From an optimization exercise on the open Yosys and OpenROAD flow, aimed at small area; shortcuts taken in it are not production practice.
Function was checked by simulation only, so behaviour that the tests miss may differ from the original.

## flow/design.v (module list and top-level ports; edited modules follow where they fit)
// module pipelined_cordic: 684 lines
// module fa1: 4 lines
// module ha1: 4 lines
module pipelined_cordic(
    input Clk, Rst,
    input signed [15:0] x_in, y_in,
    output signed [15:0] magnitude,
    output signed [15:0] angle
);
  // ...
==> flow/flow/run.sh <==
#!/bin/bash
# Standard layout; the port buffers use the smallest buffer cell and the
# clock tree is built without dummy loads.
set -euo pipefail
export BUFFER_PORTS_ARGS="-buffer_cell sky130_fd_sc_hd__buf_1"
export CTS_ARGS="-sink_clustering_enable -repair_clock_nets -sink_clustering_size 20 -sink_clustering_max_diameter 60 -buf_list sky130_fd_sc_hd__clkbuf_8 -dont_use_dummy_load"
bash standard.sh > standard.log 2>&1
==> flow/standard.sh <==
#!/bin/bash
# synth_recipe.tcl (not shown) runs the flow's synth.tcl, then flattens the netlist and writes it again
# the make line also repeats each setting of config.mk as NAME=value (left out here)
make -C /OpenROAD-flow-scripts/flow DESIGN_CONFIG=/design/flow/config.mk WORK_HOME=/design/flow/orfs CLKGATE_MAP_FILE= SYNTH_SCRIPT=/design/flow/synth_recipe.tcl "${@:-finish}"
==> flow/config.mk <==
export PLATFORM = sky130hd
export DESIGN_NAME = pipelined_cordic
export DESIGN_NICKNAME = pipelined_cordic
export VERILOG_FILES = /design/flow/design.v
export SDC_FILE = /design/flow/constraint.sdc
export NUM_CORES = 4
export LEC_CHECK = 0
export CAP_MARGIN = 20
export CORE_MARGIN = 2
export CORE_UTILIZATION = 70
export PLACE_DENSITY = 0.85
export SLEW_MARGIN = 20
export SYNTH_HIERARCHICAL = 1
export SYNTH_MINIMUM_KEEP_SIZE = 0
==> flow/constraint.sdc <==
create_clock -name core_clock -period 4.5 [get_ports {Clk}]
set_input_delay 0.9000 -clock core_clock [delete_from_list [all_inputs] [get_ports {Clk}]]
set_output_delay 0.9000 -clock core_clock [all_outputs]
set_load 0.01 [all_outputs]
==> flow_summary.json, run 1 <==
{
  "rows": 62,
  "period_share_pct": 98.1,
  "maxUsedRoutingLayer": "met4",
  "synth_top_cell_by_area": "dfxtp_1",
  "hold_buffers": 0,
  "hold_path.class": "reg2reg",
  "finalCriticalPeriod_ns": 4.41,
  "die_w_um": 174,
  "drv_cap": 0,
  "ys_seq_elements": 552,
  "status": "complete, no violations",
  "clk_path_buf_depth": 3,
  "nFillCells": 1725,
  "rsz0062_at_grt": "false",
  "drt-initial-drc-count": 334,
  "buffers": 88,
  "worst_pin_slew_ns": 0.749,
  "ys_dominant_reg_cell": "dfxtp_1",
  "avgSynthCellArea_sq_um": 14.0,
  "cp.depth": 13,
  "ant_nets": 0,
  "io_pins": 66,
  "hp-start": "d6[4]$_DFF_P_",
  "track_usage_pct": 20.0,
  "synth_most_common_cell": "dfxtp_1",
  "inv_count": 103,
  "die_h_um": 174,
  "cts-root-buf": "clkbuf_8",
  "crit_start": "y2[14]$_DFF_P_",
  "cts_tree": "built",
  "rr_worst_depth": 13,
  "synthArstFlopShare_pct": 6.52,
  "cp_slowest_cell": "dfxtp_4",
  "dp.cells": 1873,
  "multi_input_cells": 749,
  "drc": 0
}
==> run 2, diff against run 1 <==
==> flow/flow/run.sh (replaced) <==
#!/bin/bash
# Standard layout; the port buffers use the smallest buffer cell and the
# clock tree is built without dummy loads.
set -euo pipefail
export BUFFER_PORTS_ARGS="-buffer_cell sky130_fd_sc_hd__buf_1"
export CTS_ARGS="-sink_clustering_enable -repair_clock_nets -sink_clustering_size 32 -sink_clustering_max_diameter 60 -buf_list sky130_fd_sc_hd__clkbuf_16 -dont_use_dummy_load"
bash standard.sh > standard.log 2>&1
--- a/flow/config.mk
+++ b/flow/config.mk
@@ -7,8 +7,8 @@
 export LEC_CHECK = 0
 export CAP_MARGIN = 20
 export CORE_MARGIN = 2
-export CORE_UTILIZATION = 70
-export PLACE_DENSITY = 0.85
+export CORE_UTILIZATION = 60
+export PLACE_DENSITY = 0.75
 export SLEW_MARGIN = 20
 export SYNTH_HIERARCHICAL = 1
 export SYNTH_MINIMUM_KEEP_SIZE = 0
==> flow_summary.json, run 2 <==
{
  "status": "complete, no violations",
  "synth_commonest_cells": "516 x dfxtp_1, 187 x fa_1, 177 x xnor2_1",
  "period_share_pct": 96.9,
  "port_buffers": 63,
  "drc": 0,
  "drt-initial-drc-count": 290,
  "core-area_sq_um": 33400,
  "rows": 67,
  "cts_max_level": 1,
  "reg_top3": "ang_r (16), y0 (16), y1 (16)",
  "hold-path-cell-count": 0,
  "seq_area_frac_synth_pct": 55.6,
  "clk_latency_ns": 0.58,
  "crit_top_cell": "fa_1",
  "synth_top_cells_by_area": "dfxtp_1 51%, fa_1 19%, xnor2_1 7.7%",
  "dieArea_sq_um": 35100,
  "crit_fanout": 3,
  "grt_max_degree": 37,
  "yosysWarnings": 7,
  "worst-path-buf-inv": 0,
  "slowest_delay_ns": 0.39,
  "path_cells": "xnor2_1 -> ha_1 -> fa_1 -> fa_1 -> fa_1 -> fa_2 -> fa_1 -> fa_1 -> fa_1 -> fa_2 -> fa_1 -> xnor2_1",
  "startpoint_type": "register",
  "layout_common_cells": "509 x dfxtp_1, 173 x fa_1, 172 x xnor2_1",
  "final_common_cell": "dfxtp_1",
  "max_slew_margin_pct": 50.0,
  "cts_inserted_buffers": 30,
  "r2r-start": "y5[11]$_DFF_P_",
  "synthCells": 1440,
  "worst_ep_arrival_time_ns": 4.82,
  "fin_worst_skew_ns": 0.0522,
  "gp_congestion": 0.831,
  "synthArstFlopShare_pct": 6.52,
  "first_pass_iters": 6,
  "clk_path_buf_depth": 3,
  "grt-ovfl-total": 0,
  "die_h_um": 187,
  "die_w_um": 187,
  "hp-start": "d8[6]$_DFF_P_",
  "rr_worst_depth": 12,
  "synth_edf_count": 0,
  "wl_met3_um": 681,
  "synth_cell_types": 52,
  "crit_type": "reg2reg",
  "initial_utilization_pct": 60.5,
  "wl_um": 26400,
  "maxUsedRoutingLayer": "met4",
  "io_pins": 66,
  "maxSlewViolCount": 0,
  "avgSynthCellArea_sq_um": 14.0,
  "crit_start": "y5[11]$_DFF_P_",
  "setup_viol": 0,
  "area_growth_pct": 8.15,
  "finalCriticalPeriod_ns": 4.36,
  "wl_met2_um": 14300,
  "fin_area_sq_um": 21800,
  "max_freq_mhz": 229,
  "hold_path.class": "reg2reg",
  "synth_top_cell_by_area": "dfxtp_1",
  "final_nets": 1845,
  "wl_met1_um": 10900,
  "drive_gt1_share_pct": 5.85,
  "synth_top_area_share_pct": 51.1,
  "cts-root-buf": "clkbuf_16",
  "cp_top_family": "adder cells",
  "cts_sinks": 552,
  "ys_dominant_reg_cell": "dfxtp_1",
  "vias": 9367,
  "cp.depth": 12,
  "track_usage_pct": 16.3,
  "endpoint_kind": "register",
  "grt_first_pass_wirelength_um": 47000,
  "grt_pass1_vias": 10400,
  "hold_buffers": 0,
  "wl_per_cell_um": 13.4,
  "n_antenna_cell": 0,
  "dpl_cell_area_sq_um": 21000,
  "ys_seq_elements": 552,
  "cp_slowest_cell": "fa_1",
  "crit_required_ns": 4.96,
  "stdcell_count": 1969,
  "worst_pin_slew_ns": 0.750,
  "setup-tns-final_ns": 0,
  "postLayoutCoreUtil_pct": 65.5,
  "hold_viol": 0,
  "ant_nets": 0,
  "path_clk_slew_ns": 0.10,
  "synth_most_common_cell": "dfxtp_1",
  "dp.cells": 1938,
  "hpwl_um": 20600,
  "cts_tree": "built",
  "drv_cap": 0,
  "antenna_found_initial": 0,
  "avgViaCountPerCell": 4.76,
  "synth_area_sq_um": 20200
}
==> run 2: cell count changes in the layout (fill, tap and decap cells not counted), moves of 2 or more <==
| cell | previous run | this run |
|---|---|---|
| buf_4 | 23 | 21 |
| clkbuf_16 | 0 | 30 |
| clkbuf_8 | 35 | 0 |
| dfxtp_4 | 3 | 1 |
| fa_1 | 168 | 173 |
| fa_2 | 19 | 14 |
| xnor2_1 | 170 | 172 |
==> run 2: final timing paths <==
kind | end | slack [ns]
worst max-delay path | y6[10]$_DFF_P_ | 0.14
worst min-delay path | d9[6]$_DFF_P_ | 0.30
worst max register to register | y6[10]$_DFF_P_ | 0.14
worst min register to register | d9[6]$_DFF_P_ | 0.30
max in group asynchronous | ang_r[9]$_DFF_PP0_ | 3.79
min in group asynchronous | ang_r[15]$_DFF_PP0_ | 0.37
==> run 2: final cells by class <==
class	instances	area, sq um
clock buffer	30	751
multi-input combinational	749	8470
timing repair buffer	87	435
fill	2414	11500
sequential	552	11200
tap	448	561
inverter	103	387
==> run 2: routing by layer <==
layer,vias up,GRT usage (%)
met4,0,4.21
met1,4575,19.3
met3,39,2.05
met5,-,0
met2,106,31.2
li1,4647,-
==> run 2: worst register-to-register path, cell delays in order, from the launching register on <==
cell and delay [ns]:
dfxtp_2 0.35, xnor2_1 0.13, ha_1 0.23, fa_1 0.39, fa_1 0.39, fa_1 0.39
fa_2 0.35, fa_1 0.38, fa_1 0.39, fa_1 0.39, fa_2 0.36, fa_1 0.39
xnor2_1 0.13
==> run 2: logic make-up (layout without fill, tap and decap cells) <==
| family | after synthesis | in the layout | synth area share, % |
|---|---|---|---|
| AND/OR/NAND/NOR | 139 | 139 | 3.53 |
| AO/OA/AOI/OAI | 59 | 59 | 1.80 |
| flip-flops | 552 | 552 | 55.6 |
| multiplexers | 4 | 4 | 0.211 |
| adder cells (fa/ha/maj) | 288 | 288 | 24.8 |
| other | 1 | 2 | 0.0186 |
| XOR/XNOR | 257 | 257 | 11.2 |
| buffers and inverters | 140 | 220 | 2.86 |
==> run 2: per-stage QoR <==
step                hold WS (ns)  setup slack (ns)
CTS                        0.299           0.00930
global placement           0.311            0.0486
finish                     0.298             0.141
global route               0.312          -0.00150
floorplan                  0.310           0.00140
detailed placement         0.312           -0.0652
==> run 2: what timing repair did <==
action	4_1_cts	5_1_grt
resized for setup	4	30
pin swaps	0	6
endpoints found under the setup margin	9	34
buffers inserted	0	1
==> run 2: per-module statistics from Yosys (local to each module, per instance) <==
module            area, sq um  cells inside  copies in the design  flip-flops and latches
fa1                      20.0             1                   183                       0
ha1                      12.5             1                    80                       0
pipelined_cordic        15500          1177                     1                     552
==> run 3, diff against run 2 <==
==> flow/flow/run.sh (replaced) <==
#!/bin/bash
# Standard layout; the port buffers use the smallest buffer cell and the
# clock tree is built without dummy loads.
set -euo pipefail
export BUFFER_PORTS_ARGS="-buffer_cell sky130_fd_sc_hd__buf_1"
export CTS_ARGS="-sink_clustering_enable -repair_clock_nets -sink_clustering_size 16 -sink_clustering_max_diameter 80 -buf_list \"sky130_fd_sc_hd__clkbuf_4 sky130_fd_sc_hd__clkbuf_8\" -dont_use_dummy_load"
bash standard.sh > standard.log 2>&1
==> flow_summary.json, run 3 <==
{
  "initial_utilization_pct": 60.5,
  "status": "complete, no violations",
  "ant_nets": 0,
  "drt-initial-drc-count": 281,
  "clk_path_buf_depth": 3,
  "path_cells": "xnor2_1 -> ha_1 -> fa_1 -> fa_1 -> fa_1 -> fa_2 -> fa_1 -> fa_1 -> fa_1 -> fa_2 -> fa_1 -> xnor2_1",
  "io_pins": 66,
  "max_slew_margin_pct": 49.7,
  "yosysWarnings": 7,
  "nFillCells": 2434,
  "hold_path.class": "reg2reg",
  "finalCriticalPeriod_ns": 4.34,
  "drive_gt1_share_pct": 6.53,
  "wl_um": 26500,
  "drc": 0,
  "vias": 9376,
  "fin_worst_skew_ns": 0.0774,
  "cts_sinks": 552,
  "synth_cell_types": 52,
  "avgViaCountPerCell": 4.74,
  "crit_fanout": 3,
  "first_pass_iters": 4,
  "hold_viol": 0,
  "hpwl_um": 20600,
  "hold_buffers": 0,
  "port_buffers": 63,
  "worst_pin_slew_ns": 0.754,
  "core-area_sq_um": 33400,
  "cts_tree": "built",
  "endpoint_kind": "register",
  "slowest_delay_ns": 0.39,
  "postLayoutCoreUtil_pct": 64.9,
  "die_w_um": 187,
  "maxSlewViolCount": 0,
  "cts_max_level": 2,
  "area_growth_pct": 7.18,
  "synth_top_cell_by_area": "dfxtp_1",
  "synth_top_cells_by_area": "dfxtp_1 51%, fa_1 19%, xnor2_1 7.7%",
  "layout_common_cells": "509 x dfxtp_1, 173 x fa_1, 172 x xnor2_1",
  "setup_viol": 0,
  "ys_seq_elements": 552,
  "grt_max_degree": 37,
  "gp_congestion": 0.831,
  "synth_edf_count": 0,
  "grt_first_pass_wirelength_um": 47100,
  "synth_top_area_share_pct": 51.1,
  "synthArstFlopShare_pct": 6.52,
  "wl_per_cell_um": 13.4,
  "rows": 67,
  "antenna_found_initial": 0,
  "synthCells": 1440,
  "n_antenna_cell": 0,
  "max_freq_mhz": 230,
  "crit_required_ns": 4.91,
  "clk_latency_ns": 0.57,
  "crit_type": "reg2reg",
  "path_clk_slew_ns": 0.10,
  "cts_inserted_buffers": 40,
  "setup-tns-final_ns": 0,
  "track_usage_pct": 16.5,
  "dieArea_sq_um": 35100,
  "cp_slowest_cell": "fa_1",
  "timing.final.ws_setup_ns": 0.159,
  "die_h_um": 187,
  "final_common_cell": "dfxtp_1",
  "reg_top3": "ang_r (16), y0 (16), y1 (16)",
  "crit_top_cell": "fa_1",
  "grt_pass1_vias": 10400,
  "drv_cap": 0,
  "grt-ovfl-total": 0,
  "period_share_pct": 96.5,
  "synth_most_common_cell": "dfxtp_1",
  "ys_dominant_reg_cell": "dfxtp_1",
  "synth_area_sq_um": 20200,
  "place_ws_ns": -0.0652,
  "startpoint_type": "register",
  "seq_area_frac_synth_pct": 55.6,
  "synth_commonest_cells": "516 x dfxtp_1, 187 x fa_1, 177 x xnor2_1",
  "final_nets": 1855,
  "worst_ep_arrival_time_ns": 4.75,
  "avgSynthCellArea_sq_um": 14.0,
  "cts-root-buf": "clkbuf_8"
}
==> run 3: cell type report <==
class                      instances  area [sq um]  area share, %
inverter                         103           387           1.79
tap                              448           561           2.59
multi-input combinational        749          8470           39.1
sequential                       552         11200           51.9
timing repair buffer              87           437           2.02
clock buffer                      40           551           2.54
==> run 3: modules after synthesis, one instance, submodules excluded <==
module            copies in the design  cell area, sq um  cells inside  flip-flops and latches
pipelined_cordic                     1             15500          1177                     552
fa1                                183              20.0             1                       0
ha1                                 80              12.5             1                       0
==> run 3: stage by stage <==
step,cell area [sq um],hold WS (ns),std cells
5_1_grt,21600,0.326,1979
2_1_floorplan,20200,0.310,1441
6_report,21600,0.315,1979
4_1_cts,21500,0.319,1978
3_5_place_dp,21000,0.312,1938
3_3_place_gp,21000,0.311,1938
==> run 3: worst max-delay path: cells and delay by family (launching register included) <==
kind	cells	cell delay [ns]
xor gates and xnor gates	2	0.26
adders and majority gates	10	3.63
DFF	1	0.35
==> run 3: worst paths after layout <==
| path | from | cells after the start | slack [ns] | to |
|---|---|---|---|---|
| min | d7[4]$_DFF_P_ | 0 | 0.32 | d8[4]$_DFF_P_ |
| max in group asynchronous | Rst | 3 | 3.80 | ang_r[6]$_DFF_PP0_ |
| max reg2reg | y5[11]$_DFF_P_ | 12 | 0.16 | y6[10]$_DFF_P_ |
| max | y5[11]$_DFF_P_ | 12 | 0.16 | y6[10]$_DFF_P_ |
| min reg2reg | d7[4]$_DFF_P_ | 0 | 0.32 | d8[4]$_DFF_P_ |
| min in group asynchronous | Rst | 3 | 0.38 | mag_r[14]$_DFF_PP0_ |
==> run 3: repair_timing <==
item                       CTS  global route
pin swaps                    0             6
gates cloned                 0             0
buffers inserted             0             1
setup endpoints to repair    8            27
gates resized for setup      9            27
==> run 3: cells by family (layout without fill, tap and decap cells) <==
logic type               after synthesis  after routing  share of synthesized area (%)
multiplexers                           4              4                          0.211
buffers and inverters                140            230                           2.86
AND/OR/NAND/NOR                      139            139                           3.53
other                                  1              2                         0.0186
flip-flops                           552            552                           55.6
AO/OA/AOI/OAI                         59             59                           1.80
adder cells (fa/ha/maj)              288            288                           24.8
XOR/XNOR                             257            257                           11.2
==> run 3: per-layer routing <==
layer | GRT usage [%] | part of all wire, % | wire length (um)
met4 | 4.88 | 2.3 | 606
met1 | 19.4 | 41 | 10800
met2 | 31.2 | 54 | 14200
met3 | 2.50 | 3.1 | 816
met5 | 0 | 0 | 0
==> run 4, diff against run 3 <==
==> flow/flow/run.sh (replaced) <==
#!/bin/bash
# Standard layout; the port buffers use the smallest buffer cell and the
# clock tree is built without dummy loads.
set -euo pipefail
export BUFFER_PORTS_ARGS="-buffer_cell sky130_fd_sc_hd__buf_1"
export CTS_ARGS="-sink_clustering_enable -repair_clock_nets -sink_clustering_size 16 -sink_clustering_max_diameter 80 -buf_list sky130_fd_sc_hd__clkbuf_8 -dont_use_dummy_load"
bash standard.sh > standard.log 2>&1
--- a/flow/config.mk
+++ b/flow/config.mk
@@ -5,10 +5,10 @@
 export SDC_FILE = /design/flow/constraint.sdc
 export NUM_CORES = 4
 export LEC_CHECK = 0
-export CAP_MARGIN = 20
+export CAP_MARGIN = 0
 export CORE_MARGIN = 2
 export CORE_UTILIZATION = 60
 export PLACE_DENSITY = 0.75
-export SLEW_MARGIN = 20
+export SLEW_MARGIN = 0
 export SYNTH_HIERARCHICAL = 1
 export SYNTH_MINIMUM_KEEP_SIZE = 0
==> flow_summary.json, run 4 <==
{
  "grt_first_pass_wirelength_um": 47100,
  "cts_inserted_buffers": 40,
  "hp-start": "d7[4]$_DFF_P_",
  "crit_required_ns": 4.91,
  "place_ws_ns": -0.0652,
  "clk_latency_ns": 0.57,
  "startpoint_type": "register",
  "crit_start": "y5[11]$_DFF_P_",
  "synth_area_sq_um": 20200,
  "final_common_cell": "dfxtp_1",
  "finalCriticalPeriod_ns": 4.34,
  "grt_max_degree": 37,
  "cts_tree": "built",
  "wl_per_cell_um": 13.4,
  "max_freq_mhz": 230,
  "timing.hold.ws_ns": 0.315,
  "drive_gt1_share_pct": 6.53,
  "path_cells": "xnor2_1 -> ha_1 -> fa_1 -> fa_1 -> fa_1 -> fa_2 -> fa_1 -> fa_1 -> fa_1 -> fa_2 -> fa_1 -> xnor2_1",
  "worst_pin_slew_ns": 0.754,
  "die_w_um": 187,
  "crit_type": "reg2reg",
  "reg_top3": "ang_r (16), y0 (16), y1 (16)",
  "dpl_cell_area_sq_um": 21000,
  "r2r-start": "y5[11]$_DFF_P_",
  "synth_edf_count": 0,
  "gp_congestion": 0.831,
  "wl_um": 26500,
  "grt-ovfl-total": 0,
  "port_buffers": 63,
  "synthArstFlopShare_pct": 6.52,
  "core-area_sq_um": 33400,
  "synthCells": 1440,
  "area_growth_pct": 7.18,
  "status": "complete, no violations",
  "max_slew_margin_pct": 49.7,
  "seq_area_frac_synth_pct": 55.6,
  "drt-initial-drc-count": 281,
  "hpwl_um": 20600,
  "n_antenna_cell": 0,
  "cts-root-buf": "clkbuf_8",
  "synth_commonest_cells": "516 x dfxtp_1, 187 x fa_1, 177 x xnor2_1",
  "setup_viol": 0,
  "layout_common_cells": "509 x dfxtp_1, 173 x fa_1, 172 x xnor2_1",
  "drv_cap": 0,
  "crit_top_cell": "fa_1",
  "die_h_um": 187,
  "io_pins": 66,
  "crit_fanout": 3,
  "synth_cell_types": 52,
  "track_usage_pct": 16.5,
  "path_clk_slew_ns": 0.10,
  "slowest_delay_ns": 0.39,
  "synth_top_cells_by_area": "dfxtp_1 51%, fa_1 19%, xnor2_1 7.7%",
  "clk_path_buf_depth": 3,
  "rows": 67,
  "first_pass_iters": 4,
  "hold_viol": 0,
  "dieArea_sq_um": 35100,
  "timing.final.ws_setup_ns": 0.159,
  "cts_sinks": 552,
  "ys_dominant_reg_cell": "dfxtp_1",
  "avgViaCountPerCell": 4.74,
  "maxSlewViolCount": 0,
  "cts_max_level": 2,
  "ys_seq_elements": 552,
  "final_nets": 1855,
  "ant_nets": 0,
  "period_share_pct": 96.5,
  "vias": 9376,
  "avgSynthCellArea_sq_um": 14.0,
  "initial_utilization_pct": 60.5,
  "cp_slowest_cell": "fa_1",
  "endpoint_kind": "register",
  "grt_pass1_vias": 10400,
  "synth_top_area_share_pct": 51.1,
  "hold_buffers": 0,
  "yosysWarnings": 7,
  "fin_area_sq_um": 21600,
  "worst_ep_arrival_time_ns": 4.75,
  "setup-tns-final_ns": 0,
  "fin_worst_skew_ns": 0.0774,
  "hold_path.class": "reg2reg",
  "synth_most_common_cell": "dfxtp_1",
  "synth_top_cell_by_area": "dfxtp_1",
  "antenna_found_initial": 0,
  "drc": 0
}
[run 4: cell counts in the layout (fill, tap and decap cells not counted)]
Identical to the previous run, type by type.
[run 4: metrics by stage]
stage	instances	utilization, %
2_1_floorplan	1441	-
3_3_place_gp	1938	62.9
3_5_place_dp	1938	62.9
4_1_cts	1978	64.6
5_1_grt	1979	64.9
6_report	1979	64.9
[run 4: area by class of cell]
cell class              instances  area, sq um
repair buffers                 87          437
inverters                     103          387
clock buffers                  40          551
fillers                      2434        11700
well taps                     448          561
multi-input cells             749         8470
flip-flops and latches        552        11200
[run 4: path summary, 6_finish.rpt]
path / endpoint / slack [ns] / cells after the start
setup / recovery: y6[10]$_DFF_P_ / 0.16 / 12
hold / removal: d8[4]$_DFF_P_ / 0.32 / 0
setup reg to reg: y6[10]$_DFF_P_ / 0.16 / 12
min in group asynchronous: mag_r[14]$_DFF_PP0_ / 0.38 / 3
hold reg to reg: d8[4]$_DFF_P_ / 0.32 / 0
max in group asynchronous: ang_r[6]$_DFF_PP0_ / 3.80 / 3
[run 4: logic make-up after synthesis]
group	Yosys count	synth area share (%)
flops	552	55.6
fa+ha+maj	288	24.8
compound gates	59	1.80
other cells	1	0.0186
buf+inv	140	2.86
xor+xnor	257	11.2
simple gates	139	3.53
mux	4	0.211
[run 4: per-module statistics from Yosys (local to each module, per instance)]
module	area (sq um)	flip-flops and latches	times used	cells
fa1	20.0	0	183	1
pipelined_cordic	15500	552	1	1177
ha1	12.5	0	80	1
[run 4: worst max-delay path, delay by kind of cell, from the launching register on]
family                     cells  cell delay [ns]
adders and majority gates     10             3.63
xor gates and xnor gates       2             0.26
DFF                            1             0.35
[run 4: repair_timing]
item	in CTS	in global routing
pin swaps	0	6
gates cloned	0	0
setup buffers	0	1
resized for setup	9	27
endpoints found under the setup margin	8	27
[run 4: per-layer routing]
metal	part of all wire (%)	global-route usage, %	wire, um	up-vias
li1	-	-	-	4654
met1	41	19.4	10800	4550
met4	2.3	4.88	606	0
met5	0	0	0	-
met3	3.1	2.50	816	47
met2	54	31.2	14200	125
==> run 5, diff against run 4 <==
--- a/flow/config.mk
+++ b/flow/config.mk
@@ -5,10 +5,11 @@
 export SDC_FILE = /design/flow/constraint.sdc
 export NUM_CORES = 4
 export LEC_CHECK = 0
-export CAP_MARGIN = 0
+export CAP_MARGIN = 20
 export CORE_MARGIN = 2
 export CORE_UTILIZATION = 60
+export GPL_TIMING_DRIVEN = 0
 export PLACE_DENSITY = 0.75
-export SLEW_MARGIN = 0
+export SLEW_MARGIN = 20
 export SYNTH_HIERARCHICAL = 1
 export SYNTH_MINIMUM_KEEP_SIZE = 0
==> flow_summary.json, run 5 <==
{
  "nFillCells": 2466,
  "synth_edf_count": 0,
  "hold_buffers": 0,
  "period_share_pct": 97.2,
  "synthCells": 1440,
  "dieArea_sq_um": 35100,
  "drc": 0,
  "port_buffers": 63,
  "area_growth_pct": 8.25,
  "synth_cell_types": 52,
  "postLayoutCoreUtil_pct": 65.5,
  "path_cells": "buf_12 -> xnor2_1 -> ha_1 -> fa_1 -> fa_1 -> fa_1 -> fa_2 -> fa_1 -> fa_2 -> fa_2 -> fa_2 -> ha_1 -> xor2_1",
  "core-area_sq_um": 33400,
  "endpoint_kind": "register",
  "crit_required_ns": 4.93,
  "max_slew_margin_pct": 52.6,
  "cp_top_family": "adder cells",
  "status": "complete, no violations",
  "worst_pin_slew_ns": 0.710,
  "drive_gt1_share_pct": 8.10,
  "crit_type": "reg2reg",
  "reg_top3": "ang_r (16), y0 (16), y1 (16)",
  "layout_common_cells": "511 x dfxtp_1, 171 x xnor2_1, 164 x fa_1",
  "setup_viol": 0,
  "avgViaCountPerCell": 4.79,
  "startpoint_type": "register",
  "fin_worst_skew_ns": 0.0668,
  "clk_latency_ns": 0.58,
  "setup-tns-final_ns": 0,
  "wl_per_cell_um": 13.3,
  "cts_max_level": 2,
  "seq_area_frac_synth_pct": 55.6,
  "grt_max_degree": 37,
  "first_pass_iters": 4,
  "grt_pass1_vias": 10400,
  "hold_viol": 0,
  "drv_cap": 0,
  "track_usage_pct": 16.5,
  "vias": 9587,
  "hpwl_um": 20600,
  "drt-initial-drc-count": 288,
  "synth_top_area_share_pct": 51.1,
  "cp_slowest_cell": "dfxtp_4",
  "synthArstFlopShare_pct": 6.52,
  "cts_tree": "built",
  "synth_commonest_cells": "516 x dfxtp_1, 187 x fa_1, 177 x xnor2_1",
  "slowest_delay_ns": 0.40,
  "rows": 67,
  "ant_nets": 0,
  "worst-path-buf-inv": 1,
  "seq_area_sq_um": 11200,
  "ys_seq_elements": 552,
  "path_clk_slew_ns": 0.10,
  "cts-root-buf": "clkbuf_8",
  "die_w_um": 187,
  "wl_um": 26700,
  "hold_path.class": "reg2reg",
  "antenna_found_initial": 0,
  "maxSlewViolCount": 0,
  "final_common_cell": "dfxtp_1",
  "synth_most_common_cell": "dfxtp_1",
  "grt_first_pass_wirelength_um": 47400,
  "max_freq_mhz": 229,
  "grt-ovfl-total": 0,
  "synth_area_sq_um": 20200,
  "cts_sinks": 552,
  "yosysWarnings": 7,
  "clk_path_buf_depth": 3,
  "avgSynthCellArea_sq_um": 14.0,
  "die_h_um": 187,
  "worst_ep_arrival_time_ns": 4.80,
  "synth_top_cells_by_area": "dfxtp_1 51%, fa_1 19%, xnor2_1 7.7%",
  "n_antenna_cell": 0,
  "cts_inserted_buffers": 40,
  "io_pins": 66,
  "timing.hold.ws_ns": 0.291,
  "final_nets": 1879,
  "initial_utilization_pct": 60.5,
  "multiInputGateArea_sq_um": 8540,
  "crit_fanout": 10,
  "gp_congestion": 0.869,
  "synth_top_cell_by_area": "dfxtp_1",
  "finalCriticalPeriod_ns": 4.37,
  "ys_dominant_reg_cell": "dfxtp_1"
}
## run 5: repair_timing
item                       in CTS  in global routing
gates resized for setup        30                 33
setup endpoints to repair      45                 49
buffers inserted                1                 12
pin swaps                       4                  9
## run 5: cells by family after synthesis
logic type / Yosys count / synth area share (%)
AND/OR/NAND/NOR: 139 / 3.53
buffers and inverters: 140 / 2.86
other: 1 / 0.0186
XOR/XNOR: 257 / 11.2
adder cells (fa/ha/maj): 288 / 24.8
multiplexers: 4 / 0.211
flip-flops: 552 / 55.6
AO/OA/AOI/OAI: 59 / 1.80
## run 5: worst paths after layout
check	from	endpoint	slack, ns	cells after the start
min reg2reg	x0[12]$_DFF_P_	xh[4]$_DFF_P_	0.29	0
max in group asynchronous	Rst	mag_r[12]$_DFF_PP0_	3.60	2
min in group asynchronous	Rst	ang_r[13]$_DFF_PP0_	0.44	2
max reg2reg	y4[12]$_DFF_P_	y5[10]$_DFF_P_	0.13	13
min	x0[12]$_DFF_P_	xh[4]$_DFF_P_	0.29	0
max	y4[12]$_DFF_P_	y5[10]$_DFF_P_	0.13	13
## run 5: cell type report
cell class / instances / area share, %
timing repair buffer: 76 / 1.53
inverter: 103 / 1.77
tap: 448 / 2.56
sequential: 552 / 51.4
clock buffer: 40 / 2.52
multi-input combinational: 749 / 39.1
buffer: 35 / 1.13
## run 5: metrics by stage
step	cells	worst slack (ns)	cell area [sq um]
floorplan	1441	0.00140	20200
global placement	1952	-0.215	21000
detailed placement	1952	-0.274	21000
CTS	1991	0.000850	21700
global route	2003	-0.00306	21900
finish	2003	0.127	21900
## run 5: layer usage
layer	track usage, %	up-vias	routed length, um
met3	2.57	44	871
met2	31.2	135	14200
li1	-	4716	-
met1	19.3	4692	11100
met4	5.00	0	631
met5	0	-	0
## run 5: Yosys stat by module, one instance, submodules excluded
module	copies in the design	cells	flops+latches	area, sq um
fa1	183	1	0	20.0
ha1	80	1	0	12.5
pipelined_cordic	1	1177	552	15500
==> run 6, diff against run 5 <==
--- a/flow/config.mk
+++ b/flow/config.mk
@@ -8,7 +8,6 @@
 export CAP_MARGIN = 20
 export CORE_MARGIN = 2
 export CORE_UTILIZATION = 60
-export GPL_TIMING_DRIVEN = 0
 export PLACE_DENSITY = 0.75
 export SLEW_MARGIN = 20
 export SYNTH_HIERARCHICAL = 1
==> flow_summary.json, run 6 <==
{
  "n_antenna_cell": 0,
  "ant_nets": 0,
  "grt_max_degree": 37,
  "r2r-start": "y5[11]$_DFF_P_",
  "synth_most_common_cell": "dfxtp_1",
  "cts_inserted_buffers": 40,
  "hpwl_um": 20600,
  "synthArstFlopShare_pct": 6.52,
  "synth_top_family_by_area": "adder cells",
  "clk_path_buf_depth": 3,
  "slowest_delay_ns": 0.39,
  "worst_ep_arrival_time_ns": 4.75,
  "drt-initial-drc-count": 281,
  "grt-ovfl-total": 0,
  "crit_fanout": 3,
  "antenna_found_initial": 0,
  "synth-xor-area-share_pct": 11.2,
  "grt_first_pass_wirelength_um": 47100,
  "die_w_um": 187,
  "hold_viol": 0,
  "synth_top_cell_by_area": "dfxtp_1",
  "synth_edf_count": 0,
  "synth-compound-area-share_pct": 1.80,
  "drv_cap": 0,
  "crit_start": "y5[11]$_DFF_P_",
  "initial_utilization_pct": 60.5,
  "synth.mux.area_fraction_pct": 0.211,
  "nFillCells": 2434,
  "grt_pass1_vias": 10400,
  "synth_area_sq_um": 20200,
  "cts_sinks": 552,
  "hp-start": "d7[4]$_DFF_P_",
  "setup_viol": 0,
  "drc": 0,
  "fin_worst_skew_ns": 0.0774,
  "ys_seq_elements": 552,
  "synth_top_area_share_pct": 51.1,
  "wl_per_cell_um": 13.4,
  "fin_area_sq_um": 21600,
  "path_cells": "xnor2_1 -> ha_1 -> fa_1 -> fa_1 -> fa_1 -> fa_2 -> fa_1 -> fa_1 -> fa_1 -> fa_2 -> fa_1 -> xnor2_1",
  "crit_type": "reg2reg",
  "first_pass_iters": 4,
  "finalCriticalPeriod_ns": 4.34,
  "layout_common_cells": "509 x dfxtp_1, 173 x fa_1, 172 x xnor2_1",
  "area_growth_pct": 7.18,
  "hold_buffers": 0,
  "clk_latency_ns": 0.57,
  "drive_gt1_share_pct": 6.53,
  "port_buffers": 63,
  "avgSynthCellArea_sq_um": 14.0,
  "cts-root-buf": "clkbuf_8",
  "status": "complete, no violations",
  "io_pins": 66,
  "worst_pin_slew_ns": 0.754,
  "max_slew_margin_pct": 49.7,
  "cts_max_level": 2,
  "crit_top_cell": "fa_1",
  "seq_area_frac_synth_pct": 55.6,
  "synthAdderAreaFrac_pct": 24.8,
  "track_usage_pct": 16.5,
  "endpoint_kind": "register",
  "synth_cell_types": 52,
  "die_h_um": 187,
  "synthCells": 1440,
  "final_common_cell": "dfxtp_1",
  "hold_path.class": "reg2reg",
  "ys_dominant_reg_cell": "dfxtp_1",
  "synth_top_cells_by_area": "dfxtp_1 51%, fa_1 19%, xnor2_1 7.7%",
  "cts_tree": "built",
  "cp_slowest_cell": "fa_1",
  "maxSlewViolCount": 0,
  "final_nets": 1855,
  "wl_um": 26500,
  "reg_top3": "ang_r (16), y0 (16), y1 (16)",
  "rows": 67,
  "core-area_sq_um": 33400,
  "max_freq_mhz": 230,
  "synth-simple-area-share_pct": 3.53,
  "path_clk_slew_ns": 0.10,
  "dieArea_sq_um": 35100,
  "avgViaCountPerCell": 4.74,
  "period_share_pct": 96.5,
  "gp_congestion": 0.831,
  "crit_required_ns": 4.91,
  "yosysWarnings": 7,
  "vias": 9376,
  "startpoint_type": "register",
  "synth_commonest_cells": "516 x dfxtp_1, 187 x fa_1, 177 x xnor2_1",
  "dpl_cell_area_sq_um": 21000
}
==> run 6: cell counts after synthesis <==
Identical to the previous run, type by type.
==> run 6: metal layers <==
metal | vias to the layer above | GRT usage [%] | wire (um)
met3 | 47 | 2.50 | 816
met5 | - | 0 | 0
met2 | 125 | 31.2 | 14200
met1 | 4550 | 19.4 | 10800
li1 | 4654 | - | -
met4 | 0 | 4.88 | 606
==> run 6: through the flow <==
step	utilization [%]	setup TNS [ns]	worst slack (ns)	cells	hold WS (ns)
2_1_floorplan	-	0	0.00140	1441	0.310
3_3_place_gp	62.9	0	0.0486	1938	0.311
3_5_place_dp	62.9	-0.248	-0.0652	1938	0.312
4_1_cts	64.6	0	0.0351	1978	0.319
5_1_grt	64.9	-0.0529	-0.0285	1979	0.326
6_report	64.9	0	0.159	1979	0.315
==> run 6: Yosys stat by module, one instance, submodules excluded <==
module            flip-flops and latches  area (sq um)  cells  copies in the design
fa1                                    0          20.0      1                   183
ha1                                    0          12.5      1                    80
pipelined_cordic                     552         15500   1177                     1
==> run 6: what timing repair did <==
item | CTS | global route
endpoints found under the setup margin | 8 | 27
resized for setup | 9 | 27
pin swaps | 0 | 6
setup buffers | 0 | 1
==> run 6: cell type report <==
| class | instances | area (sq um) | share of cell area, % |
|---|---|---|---|
| Clock buffer | 40 | 551 | 2.54 |
| Tap cell | 448 | 561 | 2.59 |
| Sequential cell | 552 | 11200 | 51.9 |
| Timing Repair Buffer | 87 | 437 | 2.02 |
| Multi-Input combinational cell | 749 | 8470 | 39.1 |
| Inverter | 103 | 387 | 1.79 |
==> run 6: kinds of logic (layout without fill, tap and decap cells) <==
group           Yosys count  after routing
buf+inv                 140            230
fa+ha+maj               288            288
other cells               1              2
compound gates           59             59
flops                   552            552
simple gates            139            139
xor+xnor                257            257
mux                       4              4
==> run 6: critical path, delay by kind of cell (launching register included) <==
kind,cells,cell delay (ns)
xor gates and xnor gates,2,0.26
DFF,1,0.35
adders and majority gates,10,3.63
==> run 6: path summary, 6_finish.rpt <==
kind	end	slack [ns]	cells after the start
worst max-delay path	y6[10]$_DFF_P_	0.16	12
worst min-delay path	d8[4]$_DFF_P_	0.32	0
worst max register to register	y6[10]$_DFF_P_	0.16	12
worst min register to register	d8[4]$_DFF_P_	0.32	0
max in group asynchronous	ang_r[6]$_DFF_PP0_	3.80	3
min in group asynchronous	mag_r[14]$_DFF_PP0_	0.38	3

[port drivers added, routing unchanged]
In the flow no input, the clock included, has a driving cell. The finished layouts below were timed again as built, in two steps. Step 1, drivers: a clkbuf_16 drives Clk and a buf_2 each remaining input, both assumed. Step 2 adds t to the input delays and takes it off the output delays; t is the mean of the earliest and latest rising clock arrival at the registers after step 1. Input paths then give back, and output paths get back, about the clock's delay inside the block. a / b / c = ideal / step 1 / step 2; a / b = the first two.
run | shift t [ns] | setup WS [ns] | worst setup path after step 2
run 1 | 0.568 | 0.085 / 0.085 / 0.085 | register to register
run 2 | 0.605 | 0.141 / 0.141 / 0.141 | register to register
run 3 | 0.583 | 0.159 / 0.159 / 0.159 | register to register
run 4 | 0.583 | 0.159 / 0.159 / 0.159 | register to register
run 5 | 0.597 | 0.127 / 0.127 / 0.127 | register to register
run 6 | 0.583 | 0.159 / 0.159 / 0.159 | register to register
After both steps every run listed still meets setup and hold.
